From an optimization exercise on the open Yosys and OpenROAD flow, aimed at small area; shortcuts taken in it are not production practice.
RTL that was checked went through simulation tests only; none was proved equivalent to the original.
Power is estimated from default activity; no workload was simulated.

==> inputs of 08-26 <==
==> flow/design.v <==
`timescale 1ns/1ps
module FIFO_sync(clk,reset,wr_en,rd_en,din,dout,full,empty);
  input clk,reset;
  input wr_en,rd_en;
  input [7:0]din;
  output [7:0]dout;
  output full,empty;
  reg [7:0]mem[0:15]; 
  wire clk,reset;
  wire wr_en,rd_en;
  wire [7:0]din;
  reg [7:0]dout;
  wire full,empty;
  reg [4:0]addr;
  integer i;
  assign full = (addr ==5'b10000) ? 1'b1 : 1'b0;
  assign empty = (addr ==5'b00000) ? 1'b1 : 1'b0;
  always@(posedge clk)
    begin
      if(reset)
        begin
        	addr = 4'b0000;
      		for(i=0;i<=15;i=i+1) 
        		mem[i] = 8'b0;
        end
      else if(wr_en | rd_en) 
        begin
          if(wr_en && (!full))
            begin
            	mem[addr]=din;
            	addr = addr + 1;
            end
          else
            if(rd_en && (!empty))
              begin
                dout =mem[0];
                mem[0] = mem[1];
                mem[1] = mem[2];
                mem[2] = mem[3];
                mem[3] = mem[4];
                mem[4] = mem[5];
                mem[5] = mem[6];
                mem[6] = mem[7];
                mem[7] = mem[8];
                mem[8] = mem[9];
                mem[9] = mem[10];
                mem[10] = mem[11];
                mem[11] = mem[12];
                mem[12] = mem[13];
                mem[13] = mem[14];
                mem[14] = mem[15];
                mem[15] = 8'b0;
                   addr = addr - 1;         
              end
        end
    end
endmodule
==> flow/run.sh <==
#!/bin/bash
# synth_recipe.tcl (not shown) runs the flow's synth.tcl, then flattens the netlist and writes it again
# the make line also repeats each setting of config.mk as NAME=value (left out here)
make -C /OpenROAD-flow-scripts/flow DESIGN_CONFIG=/design/flow/config.mk WORK_HOME=/design/flow/orfs CLKGATE_MAP_FILE= SYNTH_SCRIPT=/design/flow/synth_recipe.tcl finish
==> flow/config.mk <==
export PLATFORM = sky130hd
export DESIGN_NAME = FIFO_sync
export DESIGN_NICKNAME = FIFO_sync
export VERILOG_FILES = /design/flow/design.v
export SDC_FILE = /design/flow/constraint.sdc
export NUM_CORES = 4
export LEC_CHECK = 0
export CAP_MARGIN = 20
export CORE_MARGIN = 2
export CORE_UTILIZATION = 40
export SLEW_MARGIN = 20
==> flow/constraint.sdc <==
create_clock -name core_clock -period 5.0 [get_ports {clk}]
set_input_delay 1.0000 -clock core_clock [delete_from_list [all_inputs] [get_ports {clk}]]
set_output_delay 1.0000 -clock core_clock [all_outputs]
set_load 0.01 [all_outputs]
==> inputs of 05-02, as changes to 08-26 <==
==> flow/design.v (replaced) <==
`timescale 1ns/1ps
module FIFO_sync(clk,reset,wr_en,rd_en,din,dout,full,empty);
  input clk,reset;
  input wr_en,rd_en;
  input [7:0]din;
  output [7:0]dout;
  output full,empty;
  reg [7:0] dout;
  reg [4:0] count;
  reg [7:0] mem [0:15];    
  integer i;
  assign full  = count[4];
  assign empty = (count == 5'd0);
  wire wr = wr_en & ~full;
  wire rd = ~wr & rd_en & ~empty;
  wire [15:0] sel;
  fifo_dec dec (.rd(rd), .idx(count[3:0]), .sel(sel));
  wire [7:0] rdata;
  genvar b;
  generate
    for (b = 0; b < 8; b = b + 1) begin : g_bit
      fifo_rmux m (.sel(sel), .hold(~rd),
                   .d({mem[15][b], mem[14][b], mem[13][b], mem[12][b],
                       mem[11][b], mem[10][b], mem[9][b],  mem[8][b],
                       mem[7][b],  mem[6][b],  mem[5][b],  mem[4][b],
                       mem[3][b],  mem[2][b],  mem[1][b],  mem[0][b]}),
                   .q(dout[b]), .y(rdata[b]));
    end
  endgenerate
  always @(posedge clk)
    dout <= rdata;
  always @(posedge clk)
    if (wr) begin
      mem[1] <= din;
      for (i = 2; i <= 15; i = i + 1)
        mem[i] <= mem[i-1];
      mem[0] <= mem[15];
    end
  always @(posedge clk)
    if (reset)
      count <= 5'd0;
    else if (wr)
      count <= count + 5'd1;
    else if (rd)
      count <= count - 5'd1;
endmodule
module fifo_dec(rd, idx, sel);
  input rd;
  input [3:0] idx;
  output [15:0] sel;
  genvar k;
  generate
    for (k = 0; k < 16; k = k + 1) begin : g_sel
      assign sel[k] = rd & (idx == k);
    end
  endgenerate
endmodule
module fifo_rmux(sel, hold, d, q, y);
  input [15:0] sel;
  input hold;
  input [15:0] d;
  input q;
  output y;
  wire [5:0] n;
  fifo_aoi222 g0 (.a0(sel[0]),  .b0(d[0]),  .a1(sel[1]),  .b1(d[1]),  .a2(sel[2]),  .b2(d[2]),  .y(n[0]));
  fifo_aoi222 g1 (.a0(sel[3]),  .b0(d[3]),  .a1(sel[4]),  .b1(d[4]),  .a2(sel[5]),  .b2(d[5]),  .y(n[1]));
  fifo_aoi222 g2 (.a0(sel[6]),  .b0(d[6]),  .a1(sel[7]),  .b1(d[7]),  .a2(sel[8]),  .b2(d[8]),  .y(n[2]));
  fifo_aoi222 g3 (.a0(sel[9]),  .b0(d[9]),  .a1(sel[10]), .b1(d[10]), .a2(sel[11]), .b2(d[11]), .y(n[3]));
  fifo_aoi222 g4 (.a0(sel[12]), .b0(d[12]), .a1(sel[13]), .b1(d[13]), .a2(sel[14]), .b2(d[14]), .y(n[4]));
  fifo_aoi22  g5 (.a0(sel[15]), .b0(d[15]), .a1(hold),    .b1(q),     .y(n[5]));
  assign y = ~&n;
endmodule
module fifo_aoi222(a0, b0, a1, b1, a2, b2, y);
  input a0, b0, a1, b1, a2, b2;
  output y;
  assign y = ~((a0 & b0) | (a1 & b1) | (a2 & b2));
endmodule
module fifo_aoi22(a0, b0, a1, b1, y);
  input a0, b0, a1, b1;
  output y;
  assign y = ~((a0 & b0) | (a1 & b1));
endmodule
==> flow/flow/run.sh (new file) <==
#!/bin/bash
# Standard layout, with small port buffers and a clock tree without dummy loads.
set -euo pipefail
bash standard.sh \
  BUFFER_PORTS_ARGS="-buffer_cell sky130_fd_sc_hd__buf_1" \
  CTS_ARGS="-sink_clustering_enable -repair_clock_nets -dont_use_dummy_load -buf_list {sky130_fd_sc_hd__clkbuf_2 sky130_fd_sc_hd__clkbuf_4 sky130_fd_sc_hd__clkbuf_8} -sink_clustering_size 30" \
  finish > make.log 2>&1
==> flow/standard.sh (new file) <==
#!/bin/bash
# synth_recipe.tcl (not shown) runs the flow's synth.tcl, then flattens the netlist and writes it again
# the make line also repeats each setting of config.mk as NAME=value (left out here)
make -C /OpenROAD-flow-scripts/flow DESIGN_CONFIG=/design/flow/config.mk WORK_HOME=/design/flow/orfs CLKGATE_MAP_FILE= SYNTH_SCRIPT=/design/flow/synth_recipe.tcl "${@:-finish}"
--- a/flow/config.mk
+++ b/flow/config.mk
@@ -10,2 +10,4 @@
 export CORE_UTILIZATION = 40
 export SLEW_MARGIN = 20
+export SYNTH_HIERARCHICAL = 1
+export SYNTH_MINIMUM_KEEP_SIZE = 0
removed: flow/run.sh
==> notes.md <==
Outcome - timing/DRC/antenna clean
P_sw - 0.858 mW
Placed Area - 5430 um^2
NonClk Buf Share - 2.14%
PD cells - 534 nW/um^2
Die ar. - 13,600 um^2
Post-Syn Area - 5090 um^2
The numbers above come from 05-02.

==> notes.md <==
Outcome - timing/DRC/antenna clean
NonClk Buf Share - 4.50%
CTS Buf Count - 17
P_sw - 1.67 mW
Die ar. - 17,500 um^2
PD cells - 619 nW/um^2
Post-Syn Area - 6590 um^2
The numbers above come from 08-26.


==> inputs of job 1404 <==
FIFO_sync, a different RTL version from the one above (not shown whole).
Settings: LEC_CHECK=0, CAP_MARGIN=20, CORE_MARGIN=2, CORE_UTILIZATION=40, CTS_BUF_LIST=sky130_fd_sc_hd__clkbuf_4, SLEW_MARGIN=20, SYNTH_HIERARCHICAL=1, SYNTH_MINIMUM_KEEP_SIZE=0; clock period 5.0 ns.
run.sh (not shown) runs the stock make flow with config.mk's settings and CLKGATE_MAP_FILE= SYNTH_SCRIPT=/design/flow/synth_recipe.tcl, a recipe that flattens the netlist after the stock synthesis.
Stock flow here: none of the scripts above is used.
==> job 632 (differences from job 1404) <==
--- a/flow/config.mk
+++ b/flow/config.mk
@@ -9,5 +9,5 @@
 export CORE_MARGIN = 2
 export CORE_UTILIZATION = 40
-export CTS_BUF_LIST = sky130_fd_sc_hd__clkbuf_4
+export CTS_BUF_LIST = sky130_fd_sc_hd__clkbuf_2 sky130_fd_sc_hd__clkbuf_4 sky130_fd_sc_hd__clkbuf_8
 export SLEW_MARGIN = 20
 export SYNTH_HIERARCHICAL = 1
==> summary.md <==
| Metric | Value |
|---|---|
| Outcome | `finished clean` |
| Routed vias | `between 2000 and 3000` |
| DRT iter0 DRCs | `approximately 330` |
| Worst-case clock skew | `about 0.0096 ns` |
| Post-Layout Cell Count | `around 520` |
| Int Power | `between 2000 and 2500 µW` |
| Worst-margin pin slew | `around 1 ns` |
| WL/cell | `around 20 µm` |
| Met1 Use GR | `between 20% and 30%` |
| Register share of total power | `58.6%` |
| Non-clock buffers, area share | `4.83%` |
| Combinational cell fraction of total power | `17.7%` |
the above is filed under job 632

==> summary.md <==
| Metric | Value |
|---|---|
| Int Power | `between 2000 and 2500 µW` |
| Worst-case clock skew | `0.0167 ns` |
| Outcome | `finished clean` |
| Routed vias | `2899` |
| DRT iter0 DRCs | `357` |
| Worst-margin pin slew | `between 1 and 1.5 ns` |
| Post-Layout Cell Count | `about 520` |
| Met1 Use GR | `a little under a quarter` |
| Register share of total power | `between 60% and 70%` |
| Non-clock buffers, area share | `between 4 and 5%` |
the above is filed under job 1404

No run of this note included a check of the RTL's function; only the layout flow was run.

==> inputs of run X <==
FIFO_sync, a different RTL version from the one above (not shown whole).
clock: 5.0 ns
lec_check: 0
cap_margin: 20
core_margin: 2
core_utilization: 40
slew_margin: 20
synth_hierarchical: 1
synth_minimum_keep_size: 0
standard.sh (not shown) runs the stock make flow with config.mk's settings and CLKGATE_MAP_FILE= SYNTH_SCRIPT=/design/flow/synth_recipe.tcl, a recipe that flattens the netlist after the stock synthesis.
==> flow/flow/run.sh <==
#!/bin/bash
# Standard layout with three changes that only affect cell sizes:
#  - port buffers are buf_1 cells;
#  - after floorplan every combinational cell is set to its smallest size
#    (repair_design later upsizes where slew or load needs it);
#  - the clock tree uses clkbuf_4 and no dummy loads.
set -euo pipefail
here=$(pwd)
bash standard.sh \
  BUFFER_PORTS_ARGS="-buffer_cell sky130_fd_sc_hd__buf_1" \
  POST_FLOORPLAN_TCL="$here/flow/downsize.tcl" \
  CTS_ARGS="-sink_clustering_enable -repair_clock_nets -dont_use_dummy_load -buf_list sky130_fd_sc_hd__clkbuf_4" \
  finish > make.log 2>&1
==> flow/flow/downsize.tcl <==
# Resize every combinational cell to the smallest drive of its own
# function; repair_design then upsizes only where slew or load demand it.
proc fifo_downsize {} {
  set n 0
  foreach inst [get_cells *] {
    set master [get_property $inst ref_name]
    if {![regexp {^(sky130_fd_sc_hd__[a-z0-9]+)_([0-9]+)$} $master -> base drive]} { continue }
    if {[regexp {^sky130_fd_sc_hd__(df|edf|sdf|tap|fill|decap|conb|clk|dly|buf|inv)} $base]} { continue }
    set best ""
    set best_area 1e9
    foreach cand [get_lib_cells */${base}_*] {
      set cn [get_property $cand name]
      if {[lsearch -exact $::env(DONT_USE_CELLS) $cn] >= 0} { continue }
      set a [get_property $cand area]
      if {$a < $best_area} { set best_area $a; set best $cand }
    }
    set cur [get_property [get_lib_cells */$master] area]
    if {$best ne "" && $best_area < $cur} {
      if {[replace_cell $inst $best]} { incr n }
    }
  }
  puts "fifo_downsize: resized $n cells"
}
fifo_downsize
==> inputs of run P, as changes to run X <==
--- a/flow/config.mk
+++ b/flow/config.mk
@@ -9,3 +9,4 @@
 export CORE_MARGIN = 2
-export CORE_UTILIZATION = 40
+export CORE_UTILIZATION = 70
+export PLACE_DENSITY = 0.85
 export SLEW_MARGIN = 20
==> inputs of run Z, as changes to run X <==
--- a/flow/config.mk
+++ b/flow/config.mk
@@ -7,6 +7,7 @@
 export LEC_CHECK = 0
-export CAP_MARGIN = 20
+export CAP_MARGIN = 0
 export CORE_MARGIN = 2
-export CORE_UTILIZATION = 40
-export SLEW_MARGIN = 20
+export CORE_UTILIZATION = 70
+export PLACE_DENSITY = 0.85
+export SLEW_MARGIN = 0
 export SYNTH_HIERARCHICAL = 1
==> results.cfg <==
[place]
place_inst = 374

[final_layout]
final_cells = 391

[min_path]
worstHoldEndpoint = mem[13][3]

[status]
outcome = timing/DRC/antenna clean

[critical_path]
cp.required_ns = 5.37
critical_path.endpoint = dout[0]
r2r_end = dout[0]

[power]
seq_power_share = 0.694
power_density_mw_per_mm2 = 399

[timing]
period_share = 0.644
slew_headroom = 0.348

[clocking]
clk_latency_ns = 0.50

[floorplan]
core_area_mm2 = 0.00687

[route]
met1_length_um = 3700
# the run above: run P

==> results.cfg <==
[status]
outcome = timing/DRC/antenna clean

[timing]
period_share = 0.578
slew_headroom = 0.267

[min_path]
worstHoldEndpoint = mem[6][0]

[power]
seq_power_share = 0.690

[route]
met1_length_um = 4550

[place]
place_inst = 449

[critical_path]
critical_path.endpoint = dout[7]
cp.required_ns = 5.43
r2r_end = dout[7]

[clocking]
clk_latency_ns = 0.51
# the run above: run X

==> results.cfg <==
[status]
outcome = timing/DRC/antenna clean

[place]
place_inst = 374

[critical_path]
cp.required_ns = 5.37
r2r_end = dout[0]
critical_path.endpoint = dout[0]

[power]
power_density_mw_per_mm2 = 399
seq_power_share = 0.694

[floorplan]
core_area_mm2 = 0.00687

[route]
met1_length_um = 3700

[timing]
period_share = 0.644
slew_headroom = 0.348

[final_layout]
final_cells = 391

[clocking]
clk_latency_ns = 0.50

[min_path]
worstHoldEndpoint = mem[13][3]
# the run above: run Z

No run of this note included a check of the RTL's function; only the layout flow was run.

-- what the ideal ports hide --
The flow's constraints put no driver on any port. The routed layouts listed below were extracted and timed again, unchanged, in two steps.
Step 1 (the two cells are an assumption about what drives the block):
set clk [get_ports {clk}]
set_driving_cell -lib_cell sky130_fd_sc_hd__clkbuf_16 $clk
set_driving_cell -lib_cell sky130_fd_sc_hd__buf_2 [delete_from_list [all_inputs] $clk]
Step 2, shift: input delay + t, output delay - t, t = (earliest + latest rising clock arrival at the registers) / 2. This alone moves slack from input paths to output paths.
Slacks: no drivers / after step 1 / after step 2; pairs: no drivers / after step 1.
run	shift t [ns]	setup slack, ns	worst hold slack (ns)	worst data-port slew with drivers (ns)	pins driven straight from the clock port
08-26	0.460	1.482 / 1.440 / 1.195	0.436 / 0.436 / 0.436	0.03	1
05-02	0.450	1.842 / 1.851 / 1.402	0.439 / 0.439 / 0.439	0.03	1
job 1404	0.546	1.514 / 1.524 / 0.978	0.445 / 0.445 / 0.445	0.03	1
job 632	0.463	1.426 / 1.437 / 0.975	0.444 / 0.444 / 0.444	0.03	1
run X	0.526	2.110 / 2.110 / 1.674	0.413 / 0.413 / 0.413	0.03	1
run P	0.519	1.782 / 1.782 / 1.521	0.443 / 0.443 / 0.443	0.03	1
run Z	0.519	1.782 / 1.782 / 1.521	0.443 / 0.443 / 0.443	0.03	1
After both steps every run listed still meets setup and hold. The setup slack of job 1404, which loses most, moves by +0.010 ns with the drivers and by -0.536 ns with both steps.
